From an optimization exercise on the open Yosys and OpenROAD flow, aimed at small area and a short achievable clock period; shortcuts taken in it are not production practice. The RTL was checked by simulation tests, not by an equivalence proof against the original design.

## flow/design.v

```verilog
`timescale 1ns / 1ps
module IDP_encoder_42(   
    input wire[29 - 1 : 0] datain,     
    input wire clock,
    output reg[41:0] codeout     
    );
    reg [3:0] code_reg;
    wire [41 - 4 : 0] code_wire;     
    reg [27 - 1 : 0] r_msb;    
    always @(datain) begin       
        if(datain < 102334155) begin   
            code_reg[3:0] = 4'b0000;
            r_msb = datain; 
        end
        else if( (datain >= 102334155) && (datain < 165580141) ) begin
            code_reg[3:0] = 4'b0001;
            r_msb = datain - 63245986; 
        end
        else if( (datain >= 165580141) && (datain < 267914296) ) begin
            code_reg[3:0] = 4'b1000;
            r_msb = datain - 165580141; 
        end
        else if( (datain >= 267914296) && (datain < (165580141 * 2)) ) begin
            code_reg[3:0] = 4'b1001;
            r_msb = datain - 63245986 - 165580141; 
        end
        else if( (datain >= (165580141 * 2)) && (datain < 433494437) ) begin
            code_reg[3:0] = 4'b0011;
            r_msb = datain - 63245986 - 267914296; 
        end
        else if( (datain >= 433494437) && (datain < (267914296 * 2)) ) begin
            code_reg[3:0] = 4'b1100;
            r_msb = datain - 267914296 - 165580141; 
        end
        else if( (datain >= (267914296 * 2)) && (datain < (267914296 * 2 + 63245986)) ) begin
            code_reg[3:0] = 4'b0110;
            r_msb = datain - (267914296 * 2); 
        end
        else if( (datain >= (267914296 * 2 + 63245986)) && (datain < 701408733) ) begin
            code_reg[3:0] = 4'b0111;
            r_msb = datain - (267914296 * 2) - 63245986; 
        end
        else if( (datain >= 701408733) && (datain < (701408733 + 63245986)) ) begin
            code_reg[3:0] = 4'b1110;
            r_msb = datain - (267914296 * 2) - 165580141; 
        end
        else begin
            code_reg[3:0] = 4'b1111;
            r_msb = datain - (267914296 * 2) - 165580141 - 63245986; 
        end
    end
    wire [26 - 1 : 0] r37;
    wire [26 - 1 : 0] r36;
    wire [25 - 1 : 0] r35;
    wire [24 - 1 : 0] r34;
    wire [24 - 1 : 0] r33;
    wire [23 - 1 : 0] r32;
    wire [22 - 1 : 0] r31;
    wire [22 - 1 : 0] r30;
    wire [21 - 1 : 0] r29;
    wire [20 - 1 : 0] r28;
    wire [19 - 1 : 0] r27;
    wire [19 - 1 : 0] r26;
    wire [18 - 1 : 0] r25;
    wire [17 - 1 : 0] r24;
    wire [17 - 1 : 0] r23;
    wire [16 - 1 : 0] r22;
    wire [15 - 1 : 0] r21;
    wire [15 - 1 : 0] r20;
    wire [14 - 1 : 0] r19;
    wire [13 - 1 : 0] r18;
    wire [13 - 1 : 0] r17;
    wire [12 - 1 : 0] r16;
    wire [11 - 1 : 0] r15;
    wire [10 - 1 : 0] r14;
    wire [10 - 1 : 0] r13;
    wire [9 - 1 : 0] r12;
    wire [8 - 1 : 0] r11;
    wire [8 - 1 : 0] r10;
    wire [7 - 1 : 0] r09;
    wire [6 - 1 : 0] r08;
    wire [6 - 1 : 0] r07;
    wire [5 - 1 : 0] r06;
    wire [4 - 1 : 0] r05;
    wire [3 - 1 : 0] r04;
    wire [3 - 1 : 0] r03;
    wire [2 - 1 : 0] r02;
    wire [1 - 1 : 0] r01;
    assign r37 = (code_wire[37] == 0) ? (r_msb) : (r_msb - 39088169);
    assign r36 = (code_wire[36] == 0) ? (r37) : (r37 - 24157817);
    assign r35 = (code_wire[35] == 0) ? (r36) : (r36 - 14930352);
    assign r34 = (code_wire[34] == 0) ? (r35) : (r35 - 9227465);
    assign r33 = (code_wire[33] == 0) ? (r34) : (r34 - 5702887);
    assign r32 = (code_wire[32] == 0) ? (r33) : (r33 - 3524578);
    assign r31 = (code_wire[31] == 0) ? (r32) : (r32 - 2178309);
    assign r30 = (code_wire[30] == 0) ? (r31) : (r31 - 1346269);
    assign r29 = (code_wire[29] == 0) ? (r30) : (r30 - 832040);
    assign r28 = (code_wire[28] == 0) ? (r29) : (r29 - 514229);
    assign r27 = (code_wire[27] == 0) ? (r28) : (r28 - 317811);
    assign r26 = (code_wire[26] == 0) ? (r27) : (r27 - 196418);
    assign r25 = (code_wire[25] == 0) ? (r26) : (r26 - 121393);
    assign r24 = (code_wire[24] == 0) ? (r25) : (r25 - 75025);
    assign r23 = (code_wire[23] == 0) ? (r24) : (r24 - 46368);
    assign r22 = (code_wire[22] == 0) ? (r23) : (r23 - 28657);
    assign r21 = (code_wire[21] == 0) ? (r22) : (r22 - 17711);
    assign r20 = (code_wire[20] == 0) ? (r21) : (r21 - 10946);
    assign r19 = (code_wire[19] == 0) ? (r20) : (r20 - 6765);
    assign r18 = (code_wire[18] == 0) ? (r19) : (r19 - 4181);
    assign r17 = (code_wire[17] == 0) ? (r18) : (r18 - 2584);
    assign r16 = (code_wire[16] == 0) ? (r17) : (r17 - 1597);
    assign r15 = (code_wire[15] == 0) ? (r16) : (r16 - 987);
    assign r14 = (code_wire[14] == 0) ? (r15) : (r15 - 610);
    assign r13 = (code_wire[13] == 0) ? (r14) : (r14 - 377);
    assign r12 = (code_wire[12] == 0) ? (r13) : (r13 - 233);
    assign r11 = (code_wire[11] == 0) ? (r12) : (r12 - 144);
    assign r10 = (code_wire[10] == 0) ? (r11) : (r11 - 89);
    assign r09 = (code_wire[09] == 0) ? (r10) : (r10 - 55);
    assign r08 = (code_wire[08] == 0) ? (r09) : (r09 - 34);
    assign r07 = (code_wire[07] == 0) ? (r08) : (r08 - 21);
    assign r06 = (code_wire[06] == 0) ? (r07) : (r07 - 13);
    assign r05 = (code_wire[05] == 0) ? (r06) : (r06 - 8);
    assign r04 = (code_wire[04] == 0) ? (r05) : (r05 - 5);
    assign r03 = (code_wire[03] == 0) ? (r04) : (r04 - 3);
    assign r02 = (code_wire[02] == 0) ? (r03) : (r03 - 2);
    assign r01 = (code_wire[01] == 0) ? (r02) : (r02 - 1);
    assign code_wire[37] = (r_msb < 39088169) ? (0) : ( (r_msb >= 63245986) ? (1) : (code_reg[0]) );
    assign code_wire[36] = (r37 < 24157817) ? (0) : ( (r37 >= 39088169) ? (1) : (code_wire[37]) );
    assign code_wire[35] = (r36 < 14930352) ? (0) : ( (r36 >= 24157817) ? (1) : (code_wire[36]) );
    assign code_wire[34] = (r35 < 9227465) ? (0) : ( (r35 >= 14930352) ? (1) : (code_wire[35]) );
    assign code_wire[33] = (r34 < 5702887) ? (0) : ( (r34 >= 9227465) ? (1) : (code_wire[34]) );
    assign code_wire[32] = (r33 < 3524578) ? (0) : ( (r33 >= 5702887) ? (1) : (code_wire[33]) );
    assign code_wire[31] = (r32 < 2178309) ? (0) : ( (r32 >= 3524578) ? (1) : (code_wire[32]) );
    assign code_wire[30] = (r31 < 1346269) ? (0) : ( (r31 >= 2178309) ? (1) : (code_wire[31]) );
    assign code_wire[29] = (r30 < 832040) ? (0) : ( (r30 >= 1346269) ? (1) : (code_wire[30]) );
    assign code_wire[28] = (r29 < 514229) ? (0) : ( (r29 >= 832040) ? (1) : (code_wire[29]) );
    assign code_wire[27] = (r28 < 317811) ? (0) : ( (r28 >= 514229) ? (1) : (code_wire[28]) );
    assign code_wire[26] = (r27 < 196418) ? (0) : ( (r27 >= 317811) ? (1) : (code_wire[27]) );
    assign code_wire[25] = (r26 < 121393) ? (0) : ( (r26 >= 196418) ? (1) : (code_wire[26]) );
    assign code_wire[24] = (r25 < 75025) ? (0) : ( (r25 >= 121393) ? (1) : (code_wire[25]) );
    assign code_wire[23] = (r24 < 46368) ? (0) : ( (r24 >= 75025) ? (1) : (code_wire[24]) );
    assign code_wire[22] = (r23 < 28657) ? (0) : ( (r23 >= 46368) ? (1) : (code_wire[23]) );
    assign code_wire[21] = (r22 < 17711) ? (0) : ( (r22 >= 28657) ? (1) : (code_wire[22]) );
    assign code_wire[20] = (r21 < 10946) ? (0) : ( (r21 >= 17711) ? (1) : (code_wire[21]) );
    assign code_wire[19] = (r20 < 6765) ? (0) : ( (r20 >= 10946) ? (1) : (code_wire[20]) );
    assign code_wire[18] = (r19 < 4181) ? (0) : ( (r19 >= 6765) ? (1) : (code_wire[19]) );
    assign code_wire[17] = (r18 < 2584) ? (0) : ( (r18 >= 4181) ? (1) : (code_wire[18]) );
    assign code_wire[16] = (r17 < 1597) ? (0) : ( (r17 >= 2584) ? (1) : (code_wire[17]) );
    assign code_wire[15] = (r16 < 987) ? (0) : ( (r16 >= 1597) ? (1) : (code_wire[16]) );
    assign code_wire[14] = (r15 < 610) ? (0) : ( (r15 >= 987) ? (1) : (code_wire[15]) );
    assign code_wire[13] = (r14 < 377) ? (0) : ( (r14 >= 610) ? (1) : (code_wire[14]) );
    assign code_wire[12] = (r13 < 233) ? (0) : ( (r13 >= 377) ? (1) : (code_wire[13]) );
    assign code_wire[11] = (r12 < 144) ? (0) : ( (r12 >= 233) ? (1) : (code_wire[12]) );
    assign code_wire[10] = (r11 < 89) ? (0) : ( (r11 >= 144) ? (1) : (code_wire[11]) );
    assign code_wire[9] = (r10 < 55) ? (0) : ( (r10 >= 89) ? (1) : (code_wire[10]) );
    assign code_wire[8] = (r09 < 34) ? (0) : ( (r09 >= 55) ? (1) : (code_wire[9]) );
    assign code_wire[7] = (r08 < 21) ? (0) : ( (r08 >= 34) ? (1) : (code_wire[8]) );
    assign code_wire[6] = (r07 < 13) ? (0) : ( (r07 >= 21) ? (1) : (code_wire[7]) );
    assign code_wire[5] = (r06 < 8) ? (0) : ( (r06 >= 13) ? (1) : (code_wire[6]) );
    assign code_wire[4] = (r05 < 5) ? (0) : ( (r05 >= 8) ? (1) : (code_wire[5]) );
    assign code_wire[3] = (r04 < 3) ? (0) : ( (r04 >= 5) ? (1) : (code_wire[4]) );
    assign code_wire[2] = (r03 < 2) ? (0) : ( (r03 >= 3) ? (1) : (code_wire[3]) );
    assign code_wire[1] = (r02 < 1) ? (0) : ( (r02 >= 2) ? (1) : (code_wire[2]) );
    assign code_wire[0] = r01;
    always @(posedge clock) begin
        codeout[41 - 4 : 0] <= code_wire;
        codeout[41 : 41 - 3] <= code_reg;
    end
endmodule
```

## flow/run.sh

```bash
#!/bin/bash
# synth_recipe.tcl (not shown) runs the flow's synth.tcl, then flattens the netlist and writes it again
# the make line also repeats each setting of config.mk as NAME=value (left out here)
make -C /OpenROAD-flow-scripts/flow DESIGN_CONFIG=/design/flow/config.mk WORK_HOME=/design/flow/orfs CLKGATE_MAP_FILE= SYNTH_SCRIPT=/design/flow/synth_recipe.tcl finish
```

## flow/config.mk

```make
export PLATFORM = sky130hd
export DESIGN_NAME = IDP_encoder_42
export DESIGN_NICKNAME = IDP_encoder_42
export VERILOG_FILES = /design/flow/design.v
export SDC_FILE = /design/flow/constraint.sdc
export NUM_CORES = 4
export LEC_CHECK = 0
export CAP_MARGIN = 20
export CORE_MARGIN = 2
export CORE_UTILIZATION = 40
export CTS_CLUSTER_DIAMETER = 60
export CTS_CLUSTER_SIZE = 10
export SLEW_MARGIN = 20
```

## flow/constraint.sdc

```tcl
create_clock -name core_clock -period 70.0 [get_ports {clock}]
set_input_delay 14.0000 -clock core_clock [delete_from_list [all_inputs] [get_ports {clock}]]
set_output_delay 14.0000 -clock core_clock [all_outputs]
set_load 0.01 [all_outputs]
```

==> summary.txt <==
==> routing by layer <==
metal	global-route usage, %	vias to the layer above	part of all wire (%)
met5	0	-	0
met4	7.92	0	2.7
met1	42.6	25300	44
met3	4.68	375	8.7
met2	48.2	2578	44
li1	-	24400	-
==> cells by family after synthesis <==
family	after synthesis	synth area share (%)
simple gates	2416	30.1
compound gates	2188	40.1
xor+xnor	638	13.8
buf+inv	528	7.43
mux	160	4.07
fa+ha+maj	91	2.62
flops	42	1.93
==> tightest hold or removal path, cell delays in order <==
cell            delay (ns)
dlymetal6s2s_1        0.31
nand2_1               0.22
nor2_4                0.09
nor2_2                0.41
inv_1                 0.07
==> stage by stage <==
stage | std cells | setup WS [ns]
4_1_cts | 7842 | 0.0643
2_1_floorplan | 6063 | 0.00945
5_1_grt | 7952 | -0.404
6_report | 7956 | 2.50
3_3_place_gp | 7833 | -0.396
3_5_place_dp | 7833 | -1.34
==> cell type report <==
| class | instances | share of cell area (%) |
|---|---|---|
| tap | 1403 | 3.42 |
| clock buffer | 5 | 0.243 |
| timing repair buffer | 788 | 12.4 |
| antenna | 4 | 0.0195 |
| sequential | 42 | 1.64 |
| multi-input combinational | 5494 | 80.6 |
| inverter | 217 | 1.71 |
| clock inverter | 3 | 0.0511 |
==> path summary, 6_finish.rpt <==
kind	endpoint	startpoint	slack (ns)
max	codeout[0]	datain[6]	2.50
min	codeout[40]	datain[27]	14.77
==> cells in the final DEF (no fill, tap or decap), drive strengths merged, types with 132 or more instances in the layout <==
cell type,netlist,final
o21ai,359,359
xnor2,476,476
nor3,241,241
nand2,492,492
nand3,218,218
nor2,578,578
a211oi,132,132
xor2,157,157
inv,213,213
buf,216,716
a21oi,361,361
==> repair_timing <==
action,in CTS,in global routing
gates cloned,0,1
pin swaps,0,74
gates resized for setup,17,323
buffers inserted,1,108
endpoints found under the setup margin,4,8
==> flow_summary.json <==
{
  "run_status": "finished clean",
  "root_buffer": "clkbuf_16",
  "synth_top_area_cell": "xnor2_1",
  "hold_buffers": 0,
  "path_class": "in -> reg",
  "cts.sinks": 42,
  "synth.area.top_cells": "xnor2_1 9.2%, nor2_1 4.8%, nand2_1 4.0%",
  "synth_top_area_share_pct": 9.21,
  "dp.final_hpwl_microns": 145000,
  "ys_warn_count": 1,
  "vias": 52700,
  "port_buffers": 71,
  "critPathSlowestCell": "or4b_2",
  "min_path_type": "in -> reg",
  "grt_pass1_wl_microns": 278000,
  "dieHeight_microns": 334,
  "cts_buffers": 5,
  "regArea_sq_um": 841,
  "syn2layout_area_growth_pct": 18.2,
  "ant_nets": 0,
  "synth_most_common_cell": "nor2_1",
  "grt_max_degree": 38,
  "place_area_sq_um": 48500,
  "cp.required_ns": 70.29,
  "synth_edf_count": 0,
  "crit_arrival_ns": 67.79,
  "yosys-top-cells-count": "551 x nor2_1, 467 x nand2_1, 457 x xnor2_1, 330 x a21oi_1, 246 x o21ai_0",
  "worstPathMaxFanout": 15,
  "fp.dieArea_sq_um": 111000,
  "worst_slew_pin_slew_ns": 1.12,
  "num_rows": 120,
  "fin_nets": 6669,
  "end_kind": "flop",
  "syn_area_sq_um": 43500,
  "tritoncts": "yes",
  "postSynthCellCount": 6063,
  "critical_path_depth": 249,
  "nFillCells": 10900,
  "top_register": "codeout",
  "ys_async_sr_fraction_pct": 0,
  "min_path_cells": 5,
  "slowest_delay_ns": 0.70,
  "drc_errors": 0,
  "cp_common_cell": "ha_1",
  "period_share_pct": 96.4,
  "clk_path_buf_depth": 2,
  "holdWs_ns": 14.77,
  "setup_viol": 0,
  "synth_nets": 6184,
  "reg.largest.list": "codeout (42)",
  "grt_usage_pct": 30.4,
  "grt_pass1_vias": 47800,
  "final_area_sq_um": 51400,
  "slew_violations": 0,
  "critPathLaunchType": "input pin",
  "synth.avg_cell_area_sq_um": 7.17,
  "synth.ff_latch_count": 42,
  "die_w_microns": 334,
  "wl_per_cell_microns": 23.0,
  "postLayoutCoreUtil_pct": 47.9,
  "vias_per_cell": 6.62,
  "gp_congestion": 1.06,
  "drt-initial-drc-count": 6258,
  "core_sq_um": 107000,
  "yosysUniqueCellTypes": 213,
  "grt-ovfl-total": 0,
  "fin_crit_ns": 67.50,
  "drt_wl_total_microns": 183000,
  "initial_core_util_pct": 40.5,
  "fin_setup_tns_ns": 0,
  "synth-seq-area-share_pct": 1.93,
  "maxCapViolations": 0,
  "ys.flop_type": "dfxtp_1",
  "critPathBufInv": 35,
  "multi_input_area_sq_um": 41400,
  "drive_above_1_share_pct": 25.1,
  "antenna_found_initial": 4,
  "h-tree-depth": 2,
  "slew_headroom_pct": 24.5,
  "cp_top_family": "compound AO/OA/AOI/OAI gates",
  "hold_viol_final": 0,
  "max_freq_mhz": 14.8,
  "io_pins": 72,
  "clkTransAtPathRegs_ns": 0.12,
  "largest_register_ffs": 42,
  "dr.pass1.iters": 9
}

## static timing again, ports no longer ideal
Ports are ideal in the flow. The routed layout listed here was re-timed in OpenROAD.
Step 1 (the two cells are an assumption about what drives the block):
set clk [get_ports {clock}]
set_driving_cell -lib_cell sky130_fd_sc_hd__clkbuf_16 $clk
set_driving_cell -lib_cell sky130_fd_sc_hd__buf_2 [delete_from_list [all_inputs] $clk]
Step 2 moves the port delays by t, midway between the first and last clock arrival at a register: inputs arrive t later, outputs are due t later. That takes back most of the time a late clock gives input paths.
a / b / c = ideal ports / drivers / drivers and shift; a / b = the first two.
shift t [ns]: 0.460
setup WS [ns]: 2.499 / 2.538 / 2.079
worst setup path after step 2: input to register
pins driven straight from the clock port: 1
After both steps this run still meets setup and hold. For this run, drivers alone change the setup slack by +0.039 ns; drivers and shift together by -0.420 ns.
